Source: an optimization exercise on an open RTL-to-GDS flow (aim: small area). Production flows keep margins and buffers that such runs may drop.
Function was checked by simulation only, so behaviour that the tests miss may differ from the original.
Power figures rest on the tool's default switching activity, not on a simulated workload.

==> flow/design.v <==
module ultrasonic_sensor (
    input clk,
    input rst,
    input echo,
    output reg trigger,
    output reg [15:0] distance_cm,
    output reg distance_ready
);
    localparam CLK_FREQ = 50000000;       
    localparam TRIG_PULSE_CYCLES = 500;   
    localparam TIMEOUT_CYCLES = 1250000;   
    reg [31:0] timer;
    reg [31:0] pulse_width;
    reg echo_d, echo_dd;
    reg measuring;
    reg [8:0] state;
    always @(posedge clk or posedge rst) begin
        if (rst) begin
            trigger <= 0;
            distance_cm <= 0;
            distance_ready <= 0;
            timer <= 0;
            pulse_width <= 0;
            measuring <= 0;
            echo_d <= 0;
            echo_dd <= 0;
            state <= 0;
        end else begin
            echo_d <= echo;
            echo_dd <= echo_d;
            distance_ready <= 0;
            case (state)
                0: begin
                    trigger <= 1;
                    timer <= 0;
                    state <= 1;
                end
                1: begin
                    if (timer < TRIG_PULSE_CYCLES)
                        timer <= timer + 1;
                    else begin
                        trigger <= 0;
                        timer <= 0;
                        state <= 2;
                    end
                end
                2: begin
                    if (echo_d && !echo_dd) begin    
                        timer <= 0;
                        measuring <= 1;
                        state <= 3;
                    end else if (timer > TIMEOUT_CYCLES) begin
                        state <= 0;
                    end else
                        timer <= timer + 1;
                end
                3: begin
                    if (!echo_d && echo_dd) begin    
                        pulse_width <= timer;
                        measuring <= 0;
                        state <= 4;
                    end else if (timer > TIMEOUT_CYCLES) begin
                        state <= 0;
                    end else
                        timer <= timer + 1;
                end
                4: begin
                    distance_cm <= timer / 2900;
                    distance_ready <= 1;
                    state <= 0;
                end
            endcase
        end
    end
endmodule
module midi_note_sender (
    input clk,
    input rst,
    input [15:0] distance_cm,
    input distance_ready,
    output reg [7:0] midi_byte,
    output reg midi_send,
    input uart_ready,
    output busy,
    output started
);
    localparam [1:0] IDLE = 2'd0, SEND1 = 2'd1, SEND2 = 2'd2, SEND3 = 2'd3;
    reg [1:0] state;
    assign busy = (state != IDLE);
    assign started = (state == SEND2) || (state == SEND3);
    reg [7:0] note;
    always @(posedge clk or posedge rst) begin
        if (rst) begin
            state <= IDLE;
            midi_byte <= 0;
            midi_send <= 0;
        end else begin
            midi_send <= 0;
            case (state)
                IDLE: begin
                    if (distance_ready) begin
                        note <= (distance_cm < 5) ? 80 :
                                (distance_cm > 60) ? 50 :
                                80 - ((distance_cm - 5) * 30 / 55);
                        state <= SEND1;
                    end
                end
                SEND1: if (uart_ready) begin midi_byte <= 8'h90; midi_send <= 1; state <= SEND2; end
                SEND2: if (uart_ready) begin midi_byte <= note; midi_send <= 1; state <= SEND3; end
                SEND3: if (uart_ready) begin midi_byte <= 8'd100; midi_send <= 1; state <= IDLE; end
            endcase
        end
    end
endmodule
module midi_volume_sender (
    input clk,
    input rst,
    input [15:0] distance_cm,
    input distance_ready,
    output reg [7:0] midi_byte,
    output reg midi_send,
    input uart_ready,
    output busy,
    output started
);
    localparam [1:0] IDLE = 2'd0, SEND1 = 2'd1, SEND2 = 2'd2, SEND3 = 2'd3;
    reg [1:0] state;
    assign busy = (state != IDLE);
    assign started = (state == SEND2) || (state == SEND3);
    reg [7:0] volume;
    always @(posedge clk or posedge rst) begin
        if (rst) begin
            state <= IDLE;
            midi_byte <= 0;
            midi_send <= 0;
        end else begin
            midi_send <= 0;
            case (state)
                IDLE: begin
                    if (distance_ready) begin
                        volume <= (distance_cm < 5) ? 127 :
                                  (distance_cm > 60) ? 0 :
                                  127 - ((distance_cm - 5) * 127 / 55);
                        state <= SEND1;
                    end
                end
                SEND1: if (uart_ready) begin midi_byte <= 8'hB0; midi_send <= 1; state <= SEND2; end
                SEND2: if (uart_ready) begin midi_byte <= 8'h07; midi_send <= 1; state <= SEND3; end
                SEND3: if (uart_ready) begin midi_byte <= volume; midi_send <= 1; state <= IDLE; end
            endcase
        end
    end
endmodule
module uart_tx #(parameter CLK_FREQ = 50000000, BAUD_RATE = 31250) (
    input clk,
    input rst,
    input [7:0] data_in,
    input send,
    output reg tx,
    output reg ready
);
    localparam CLK_PER_BIT = CLK_FREQ / BAUD_RATE;
    reg [15:0] clk_count;
    reg [3:0] bit_index;
    reg [9:0] shift_reg;
    reg sending;
    always @(posedge clk or posedge rst) begin
        if (rst) begin
            tx <= 1;
            ready <= 1;
            clk_count <= 0;
            bit_index <= 0;
            shift_reg <= 0;
            sending <= 0;
        end else begin
            if (send && ready) begin
                shift_reg <= {1'b1, data_in, 1'b0};
                sending <= 1;
                ready <= 0;
                clk_count <= 0;
                bit_index <= 0;
            end else if (sending) begin
                if (clk_count == CLK_PER_BIT - 1) begin
                    clk_count <= 0;
                    tx <= shift_reg[0];
                    shift_reg <= {1'b0, shift_reg[9:1]};
                    if (bit_index == 9) begin
                        sending <= 0;
                        ready <= 1;
                    end else begin
                        bit_index <= bit_index + 1;
                    end
                end else begin
                    clk_count <= clk_count + 1;
                end
            end
        end
    end
endmodule
module top_module (
    input clk,
    input rst,
    input echo1, echo2,
    output trigger1, trigger2,
    output tx
);
    wire [15:0] distancia_tono, distancia_volumen;
    wire listo_tono, listo_volumen;
    wire [7:0] midi_byte_note, midi_byte_vol;
    wire midi_send_note, midi_send_vol;
    wire uart_ready;
    reg [7:0] midi_byte_mux;
    reg midi_send_mux;
    wire note_busy, note_started, vol_busy, vol_started;
    wire bus_free = uart_ready && !midi_send_note && !midi_send_vol;
    wire note_go = bus_free && !vol_started;
    wire vol_go = bus_free && (vol_started || !note_busy);
    ultrasonic_sensor sensor_tono (
        .clk(clk), .rst(rst),
        .echo(echo1), .trigger(trigger1),
        .distance_cm(distancia_tono),
        .distance_ready(listo_tono)
    );
    ultrasonic_sensor sensor_volumen (
        .clk(clk), .rst(rst),
        .echo(echo2), .trigger(trigger2),
        .distance_cm(distancia_volumen),
        .distance_ready(listo_volumen)
    );
    midi_note_sender note_midi (
        .clk(clk), .rst(rst),
        .distance_cm(distancia_tono),
        .distance_ready(listo_tono),
        .midi_byte(midi_byte_note),
        .midi_send(midi_send_note),
        .uart_ready(note_go),
        .busy(note_busy),
        .started(note_started)
    );
    midi_volume_sender volume_midi (
        .clk(clk), .rst(rst),
        .distance_cm(distancia_volumen),
        .distance_ready(listo_volumen),
        .midi_byte(midi_byte_vol),
        .midi_send(midi_send_vol),
        .uart_ready(vol_go),
        .busy(vol_busy),
        .started(vol_started)
    );
    uart_tx uart (
        .clk(clk), .rst(rst),
        .data_in(midi_byte_mux),
        .send(midi_send_mux),
        .tx(tx),
        .ready(uart_ready)
    );
    always @(*) begin
        if (midi_send_note) begin
            midi_byte_mux = midi_byte_note;
            midi_send_mux = 1;
        end else if (midi_send_vol) begin
            midi_byte_mux = midi_byte_vol;
            midi_send_mux = 1;
        end else begin
            midi_byte_mux = 8'd0;
            midi_send_mux = 0;
        end
    end
endmodule
==> flow/run.sh <==
#!/bin/bash
# synth_recipe.tcl (not shown) runs the flow's synth.tcl, then flattens the netlist and writes it again
# the make line also repeats each setting of config.mk as NAME=value (left out here)
make -C /OpenROAD-flow-scripts/flow DESIGN_CONFIG=/design/flow/config.mk WORK_HOME=/design/flow/orfs CLKGATE_MAP_FILE= SYNTH_SCRIPT=/design/flow/synth_recipe.tcl finish
==> flow/config.mk <==
export PLATFORM = sky130hd
export DESIGN_NAME = top_module
export DESIGN_NICKNAME = top_module
export VERILOG_FILES = /design/flow/design.v
export SDC_FILE = /design/flow/constraint.sdc
export NUM_CORES = 4
export LEC_CHECK = 0
export CAP_MARGIN = 20
export CORE_MARGIN = 2
export CORE_UTILIZATION = 40
export SLEW_MARGIN = 20
==> flow/constraint.sdc <==
create_clock -name core_clock -period 30.0 [get_ports {clk}]
set_input_delay 6.0000 -clock core_clock [delete_from_list [all_inputs] [get_ports {clk}]]
set_output_delay 6.0000 -clock core_clock [all_outputs]
set_load 0.01 [all_outputs]
==> notes.md <==
-- final cells by class --
| type | count | area [um2] | area share |
|---|---|---|---|
| sequential | 193 | 4912 | 0.09850 |
| tap | 1612 | 2017 | 0.04044 |
| clock buffer | 19 | 432.9 | 0.008681 |
| timing repair buffer | 50 | 390.4 | 0.007828 |
| multi-input combinational | 5992 | 41060 | 0.8234 |
| clock inverter | 13 | 102.6 | 0.002057 |
| inverter | 252 | 953.4 | 0.01912 |
-- cell families after synthesis --
kind of cell | Yosys count
AND/OR/NAND/NOR | 2642
flip-flops | 193
XOR/XNOR | 484
buffers and inverters | 592
adder cells (fa/ha/maj) | 202
multiplexers | 188
AO/OA/AOI/OAI | 2476
-- through the flow --
stage | cells | cell area, um2
finish | 8131 | 49870
global placement | 8098 | 49320
detailed placement | 8098 | 49320
floorplan | 6777 | 48520
CTS | 8130 | 49860
global route | 8131 | 49870
-- cells in the final DEF, fill, tap and decap left out, drive strengths merged, types with 35 or more instances in the layout --
| cell | Yosys | final |
|---|---|---|
| a211oi | 105 | 105 |
| o22ai | 53 | 53 |
| nand3 | 263 | 263 |
| fa | 86 | 86 |
| a21oi | 490 | 490 |
| o21ai | 544 | 544 |
| a31oi | 120 | 120 |
| a21boi | 46 | 46 |
| o2111ai | 38 | 38 |
| a211o | 42 | 42 |
| a22oi | 35 | 35 |
| a2111oi | 43 | 43 |
| dfrtp | 175 | 175 |
| maj3 | 37 | 37 |
| o211ai | 135 | 135 |
| ha | 79 | 79 |
| or3 | 75 | 75 |
| nand2 | 678 | 678 |
| and2 | 136 | 136 |
| nor2b | 42 | 42 |
| o211a | 43 | 43 |
| nor2 | 608 | 608 |
| mux2i | 125 | 125 |
| buf | 150 | 44 |
| mux2 | 60 | 60 |
| nor4 | 67 | 67 |
| inv | 245 | 251 |
| a221oi | 40 | 40 |
| or2 | 87 | 87 |
| and3 | 108 | 108 |
| nor3 | 253 | 253 |
| xor2 | 134 | 134 |
| o31ai | 81 | 81 |
| o21a | 95 | 95 |
| xnor2 | 348 | 348 |
| a21o | 104 | 104 |
| nand4 | 87 | 87 |
| nand2b | 64 | 64 |
-- worst min-delay path by stage --
stage	start	endpoint	slack, ns	cells after the start
6_report	sensor_volumen.state[6]	sensor_volumen.state[6]	0.38	0
3_5_place_dp	sensor_volumen.state[6]	sensor_volumen.state[6]	0.37	0
5_1_grt	sensor_tono.state[3]	sensor_tono.state[3]	0.39	0
3_3_place_gp	sensor_volumen.state[8]	sensor_volumen.state[8]	0.37	0
4_1_cts	sensor_tono.state[6]	sensor_tono.state[6]	0.38	0
2_1_floorplan	sensor_volumen.echo_d	sensor_volumen.echo_dd	0.39	0
-- per-layer routing --
layer / up-vias / share of wire
met2: 1317 / 0.46
met4: 0 / 0.014
met5: - / 0
met3: 134 / 0.039
li1: 25210 / -
met1: 24340 / 0.49
-- critical path, delay by kind of cell, from the launching register on --
kind / cells / cell delay (ns)
DFF: 1 / 0.58
xor gates and xnor gates: 5 / 2.03
buffers and inverters: 3 / 0.48
and+or+nand+nor: 27 / 7.79
AOI/OAI and AO/OA: 38 / 12.10
muxes: 2 / 1.04
adders and majority gates: 5 / 2.00
-- report_power, final --
group,internal [W],switching (W)
combinational,0.000000747,0.00000534
clock,0.000108,0.000106
sequential,0.000263,0.000000279
total,0.000371,0.000112
==> summary.md <==
| Metric | Value |
|---|---|
| CTS tree | `done` |
| Drt via density | `6.271` |
| Outcome | `complete, no violations` |
| Placement row count | `127` |
| Initial Util | `0.4039` |
| Met2 Usage GRT | `0.3504` |
| Hpwl dp | `108300 um` |
| # IOs | `7` |
| Most Crowded Layer GR | `met2` |
| Crit-path most repeated cell | `a21oi_1` |
| Total track usage | `0.2119` |
| Yosys warning total | `5` |
| Slowest cell delay on critical path | `0.86 ns` |
| Simple-gate share of the synthesized area | `0.2751` |
| Routed Antenna Nets | `0` |
| P per Cell Area | `9.692 nW/um2` |
| Worst r2r src | `sensor_tono.distance_cm[0]` |
| Max Freq | `37.98 MHz` |
| Clock root cell | `clkbuf_16` |
| P_leak | `18.43 nW` |
| Critical path startpoint category | `register` |
| Ant. Diodes | `0` |
| Die Ht | `352.3 um` |
| Critical path type | `register to register` |
| Final Cycle Share | `0.8777` |
| Post-Route WL | `139400 um` |
| Avg Cell Area, Syn | `7.160 um2` |
| Signal arrival time at the worst endpoint | `26.52 ns` |
| Met3 usage | `0.01154` |
| P&R area growth vs syn | `2.774%` |
| Yosys cell types | `181` |
| Max Cap Viol | `0` |
| Gr ovfl total | `0` |
| Final Skew | `0.01548 ns` |
| Post-Syn Instances | `6777` |
| Final net count | `6675` |
| Share of the yosys chip area belonging to registers | `0.1012` |
| Clock transition at the registers of the reported paths | `0.07 ns` |
| Final Max Slew Viols | `0` |
| Setup crit end kind | `register` |
| H-tree depth | `4` |
| # DRC | `0` |
| Initial antenna violation count | `0` |
| Die width | `352.3 um` |
| Hold Vio Cnt, Final | `0` |
| Largest net degree at the start of global routing | `111` |
| Largest family of logic cells by synthesized area | `compound AO/OA/AOI/OAI gates` |
| Setup WS post-layout | `3.670 ns` |
| Final Setup Violations | `0` |
| Port bufs | `6` |
| Worst VDD drop | `0.04564 mV` |
| Top Registers | `sensor_tono.timer (32), sensor_volumen.timer (32)` |
| CP max FO | `18` |
| Number of global-route vias before repair | `46150` |
| Post-synthesis mux area share | `0.04157` |
| Yosys top cell area share | `0.09025` |
| First-pass GRT wire length | `232500 um` |
| HP Class | `register to register` |
| Final core utilization | `0.4151` |
| Area contributors post-synth | `dfrtp_1 9.0%, xnor2_1 6.0%, nand2_1 5.2%, a21oi_1 4.7%, nor2_1 4.6%` |
| Number of synthesized flops with an enable pin | `16` |
| Tot Pwr | `0.0004834 W` |
| Cts repair resizes | `0` |
| Fin crit period | `26.33 ns` |
| CP endpoint | `note_midi.note[6]` |
| Post-Syn Nets | `6946` |
| Synth cell count leaders | `672 x nand2_1, 595 x nor2_1, 459 x a21oi_1` |
| M1 GR Usage | `0.3044` |
| # hold bufs at CTS | `0` |
| Floorplan Core Area | `120100 um2` |
| Worst Tran Pin Value | `1.159 ns` |
| CTS Buf Count | `17` |
| Gpl congestion | `0.9233` |
| Synth area leader | `dfrtp_1` |
| Cell with the most instances after synthesis | `nand2_1` |
| Post-synthesis xor/xnor area fraction | `0.09105` |
| CTS Sinks | `193` |
| Synth Area in Compound Gates | `0.3747` |
| DP Worst Slack | `4.302 ns` |
| Main synth FF type | `dfrtp_1` |
| R2r setup slk | `3.67 ns` |
| FILL cells | `12410` |
| RSZ-0062 raised after global routing | `false` |
| Fin Setup TNS | `0 ns` |
| Seq cells post-synth | `193` |
| Worst path slowest cell | `a31oi_1` |
| Detailed Routing Iterations Pass 1 | `7` |
| Latest clock arrival within the worst-skew pair | `0.46 ns` |
| Critical Path Source | `sensor_tono.distance_cm[0]` |
| Synth Area in Adders | `0.06356` |
| DR WL/cell | `17.14 um` |
| Initial DRC count | `4492` |
| Post-CTS Setup Bufs | `0` |
| Full die area | `124100 um2` |
| Reg2Reg Depth | `80` |
| DR vias | `50990` |
| Hold WS | `0.3766 ns` |
| Required time worst endpoint | `30.19 ns` |
| Worst slew margin | `0.2274` |
| Clk buf depth | `2` |
| Asr flop ratio synth | `0.9171` |
| RR Endpoint | `note_midi.note[6]` |
| Post-synth design cell area | `48520 um2` |
| Share of cells above drive strength 1 | `0.08161` |

-- re-timing with driven ports --
Ports are ideal in the flow. The routed layout listed here was re-timed in OpenROAD.
Step 1 assumes that a clkbuf_16 drives the clock port and a buf_2 every other input.
Step 2 times the ports against the registers' clock, not the clock port: input delays grow and output delays shrink by t, the midpoint of the rising clock arrivals with the driver on.
Slacks: no drivers / after step 1 / after step 2; pairs: no drivers / after step 1.
shift t [ns]: 0.516
setup WS [ns]: 3.670 / 3.670 / 3.670
hold WS [ns]: 0.377 / 0.377 / 0.377
worst setup path at the end: register to register
worst slew at a driven data input, ns: 0.03
After both steps setup and hold are still met in this run. For this run, drivers alone change the setup slack by 0.000 ns; drivers and shift together by 0.000 ns.
